Context: an optimization exercise on an open-source flow, tuned for small area, a short achievable clock period and few clock cycles per item. The choices shown serve that exercise and are no tape-out recipe. Only simulation tests tie the RTL to the original design; equivalence was not proved. No activity file was given, so power comes from the tool's default toggle rates.

==> flow/design.v (excerpt) <==
module topSystolicArray
  ( input  var logic                  i_clk
  , input  var logic                  i_arst
  , input  var logic [3:0][3:0][7:0]  i_a
  , input  var logic [3:0][3:0][7:0]  i_b
  , input  var logic                  i_validInput
  , output var logic [3:0][3:0][31:0] o_c
  , output var logic                  o_validResult
  );
  logic validResult_q;
  always_ff @(posedge i_clk, posedge i_arst)
    if (i_arst)
      validResult_q <= 1'b0;
    else
      validResult_q <= i_validInput;
  always_comb
    o_validResult = validResult_q;
  logic [3:0][3:0][30:0] tree_d, tree_q;
  preArray u_preArray
  ( .i_a (i_a)
  , .i_b (i_b)
  , .o_v (tree_d)
  );
  always_ff @(posedge i_clk)
    tree_q <= tree_d;
  logic [3:0][3:0][17:0] c;
  postArray u_postArray
  ( .i_v (tree_q)
  , .o_c (c)
  );
  for (genvar i = 0; i < 4; i++) begin: PerRow
    for (genvar j = 0; j < 4; j++) begin: PerCol
      always_comb
        o_c[i][j] = {14'd0, c[i][j]};
    end: PerCol
  end: PerRow
endmodule
For scale: roughly 11000 cells after synthesis, ~500 flip-flops, about 130000 um^2 of cells after synthesis.
export LEC_CHECK = 0
export CAP_MARGIN = 20
export CORE_MARGIN = 2
export CORE_UTILIZATION = 40
export SETUP_SLACK_MARGIN = 2.0
export SLEW_MARGIN = 20
export SYNTH_HIERARCHICAL = 1
export SYNTH_MINIMUM_KEEP_SIZE = 0
export BUFFER_PORTS_ARGS = -buffer_cell sky130_fd_sc_hd__buf_4
create_clock -name core_clock -period 7.0 [get_ports {i_clk}]
standard.sh (not shown) runs the stock make flow with config.mk's settings and CLKGATE_MAP_FILE= SYNTH_SCRIPT=/design/flow/synth_recipe.tcl, a recipe that flattens the netlist after the stock synthesis.
==> flow/flow/run.sh <==
#!/bin/bash
# The standard layout, with every port buffered by a buf_4 instead of the
# cell buffer_ports picks by default (a slow delay cell).
set -e
cp standard.sh standard.sh.copy.log
echo 'export BUFFER_PORTS_ARGS = -buffer_cell sky130_fd_sc_hd__buf_4' >> config.mk
bash standard.sh > standard.log 2>&1
Testbench counts at the start, summed over its fixed seeds: cycles 1,016, items 512.
Rerun with:
==> flow/run.sh (new file) <==
#!/bin/bash
# synth_recipe.tcl (not shown) runs the flow's synth.tcl, then flattens the netlist and writes it again
# the make line also repeats each setting of config.mk as NAME=value (left out here)
make -C /OpenROAD-flow-scripts/flow DESIGN_CONFIG=/design/flow/config.mk WORK_HOME=/design/flow/orfs CLKGATE_MAP_FILE= SYNTH_SCRIPT=/design/flow/synth_recipe.tcl finish
BUFFER_PORTS_ARGS = unset   (was -buffer_cell sky130_fd_sc_hd__buf_4)
SETUP_SLACK_MARGIN = 1.5   (was 2.0)
removed: flow/flow/run.sh
removed: flow/standard.sh
The new run finished clean.
Final cell count went up by 2.5%.
Combinational power climbs by about 2%.
Routed wire length fell by 3.1%.
Die area does not change.
Non-clock buffer count is higher by 371.
Total power rose by 1.1%.
Maximum frequency falls by 6.2%.
Rerun with:
==> flow/flow/run.sh (new file) <==
#!/bin/bash
# The standard layout, with every port buffered by a buf_4 instead of the
# cell buffer_ports picks by default (a slow delay cell).
set -e
cp standard.sh standard.sh.copy.log
echo 'export BUFFER_PORTS_ARGS = -buffer_cell sky130_fd_sc_hd__buf_4' >> config.mk
bash standard.sh > standard.log 2>&1
==> flow/standard.sh (new file) <==
#!/bin/bash
# synth_recipe.tcl (not shown) runs the flow's synth.tcl, then flattens the netlist and writes it again
# the make line also repeats each setting of config.mk as NAME=value (left out here)
make -C /OpenROAD-flow-scripts/flow DESIGN_CONFIG=/design/flow/config.mk WORK_HOME=/design/flow/orfs CLKGATE_MAP_FILE= SYNTH_SCRIPT=/design/flow/synth_recipe.tcl "${@:-finish}"
BUFFER_PORTS_ARGS = -buffer_cell sky130_fd_sc_hd__buf_4   (was unset)
SETUP_SLACK_MARGIN = 2.3   (was 1.5)
removed: flow/run.sh
Effect: Die area stays the same. Total power rose by 6.8%. Synthesized area stays the same. Cell count fell by about 2.3%. Non-clock buffer count fell by 333. Cell area rose by 1.7%. Combinational power rose by about 9%. Utilization rose by 0.69 points. Routed wire length fell by 3.4%.
Rerun with:
==> flow/run.sh (new file) <==
#!/bin/bash
# synth_recipe.tcl (not shown) runs the flow's synth.tcl, then flattens the netlist and writes it again
# the make line also repeats each setting of config.mk as NAME=value (left out here)
make -C /OpenROAD-flow-scripts/flow DESIGN_CONFIG=/design/flow/config.mk WORK_HOME=/design/flow/orfs CLKGATE_MAP_FILE= SYNTH_SCRIPT=/design/flow/synth_recipe.tcl finish
BUFFER_PORTS_ARGS = unset   (was -buffer_cell sky130_fd_sc_hd__buf_4)
SETUP_SLACK_MARGIN = 2.0   (was 2.3)
removed: flow/flow/run.sh
removed: flow/standard.sh
The changed run produced a clean layout.
Worst setup slack is worse by 360 ps.
Power went up slightly.
Utilization goes up by 0.72 points.
Hold slack gets better by 310 ps.

* * *

## main
Starting RTL as in the previous note.
clock: 7.0 ns
lec_check: 0
cap_margin: 20
core_margin: 2
core_utilization: 40
place_density: 0.7
setup_slack_margin: 2.0
slew_margin: 20
synth_hierarchical: 1
synth_minimum_keep_size: 0
buffer_ports_args: -buffer_cell sky130_fd_sc_hd__buf_4
==> flow/flow/run.sh <==
#!/bin/bash
# The standard layout, with every port buffered by a buf_4 instead of the
# cell buffer_ports picks by default (a slow delay cell).
set -e
cp standard.sh standard.sh.copy.log
echo 'export BUFFER_PORTS_ARGS = -buffer_cell sky130_fd_sc_hd__buf_4' >> config.mk
bash standard.sh > standard.log 2>&1
main: flow completed, timing, DRC and antenna clean
Testbench counts of main, summed over its fixed seeds: cycles 1,016, items 512.
> inputs changed (main -> the feature branch)
# main
export LEC_CHECK = 0
export CAP_MARGIN = 20
export CORE_MARGIN = 2
export CORE_UTILIZATION = 40
export PLACE_DENSITY = 0.7
export SETUP_SLACK_MARGIN = 2.0
export SLEW_MARGIN = 20
export SYNTH_HIERARCHICAL = 1
export SYNTH_MINIMUM_KEEP_SIZE = 0
export BUFFER_PORTS_ARGS = -buffer_cell sky130_fd_sc_hd__buf_4
create_clock -name core_clock -period 7.0 [get_ports {i_clk}]
# the feature branch
export LEC_CHECK = 0
export CAP_MARGIN = 20
export CORE_MARGIN = 2
export CORE_UTILIZATION = 40
export SETUP_SLACK_MARGIN = 1.5
export SLEW_MARGIN = 20
export SYNTH_HIERARCHICAL = 1
export SYNTH_MINIMUM_KEEP_SIZE = 0
export BUFFER_PORTS_ARGS = -buffer_cell sky130_fd_sc_hd__buf_4
create_clock -name core_clock -period 7.0 [get_ports {i_clk}]
Findings:
- From main to the feature branch the numbers moved as follows: starting density of the core neither gained nor lost much; share of total power in the clock network higher; minimum clock period after layout shows an increase of 0.33 ns; switching share of power neither gained nor lost much; wire length shows an increase of about 1.5%.
- Relative to main, number of global-route vias before repair decreased by 1109 in the feature branch.
- Share of layout cells above drive strength 1, the feature branch and main, lower one = the feature branch.
- NOTE violation count after the first detailed-routing iteration main->the feature branch decreased by more than 10%
- For the worst-case vdd ir drop, the feature branch came in about 5.5% lower than main did.
- The feature branch has less setup slack than main.

re-timing with driven ports:
In the flow no input, the clock included, has a driving cell. The finished layouts below were timed again as built, in two steps. Step 1 sets driving cells, clkbuf_16 on the clock port and buf_2 on the other inputs (assumed; they add their load-dependent delay and slew). Step 2 times the ports against the registers' clock, not the clock port: input delays grow and output delays shrink by t, the midpoint of the rising clock arrivals with the driver on. Three values: ideal ports, drivers, drivers and shift; two values: the first two.
run | shift t [ns] | slack for setup (ns) | hold slack, ns | worst setup path at the end | worst data-port slew with drivers (ns)
the first run of note 1 | 0.832 | 1.883 / 1.778 / 1.160 | 0.486 / 0.405 / 1.237 | input to register | 0.13
the second run of note 1 | 0.809 | 1.547 / 1.449 / 0.855 | 0.812 / 0.740 / 1.549 | input to register | 0.11
the third run of note 1 | 0.851 | 2.163 / 2.058 / 1.435 | 0.479 / 0.401 / 1.252 | input to register | 0.14
the fourth run of note 1 | 0.806 | 1.802 / 1.699 / 1.207 | 0.791 / 0.712 / 1.518 | input to register | 0.11
main | 0.843 | 1.876 / 1.784 / 1.103 | 0.490 / 0.419 / 1.261 | input to register | 0.19
the feature branch | 0.814 | 1.546 / 1.440 / 1.068 | 0.508 / 0.424 / 1.238 | input to register | 0.10
After both steps every run listed still meets setup and hold. The setup slack of main, which loses most, moves by -0.092 ns with the drivers and by -0.773 ns with both steps.
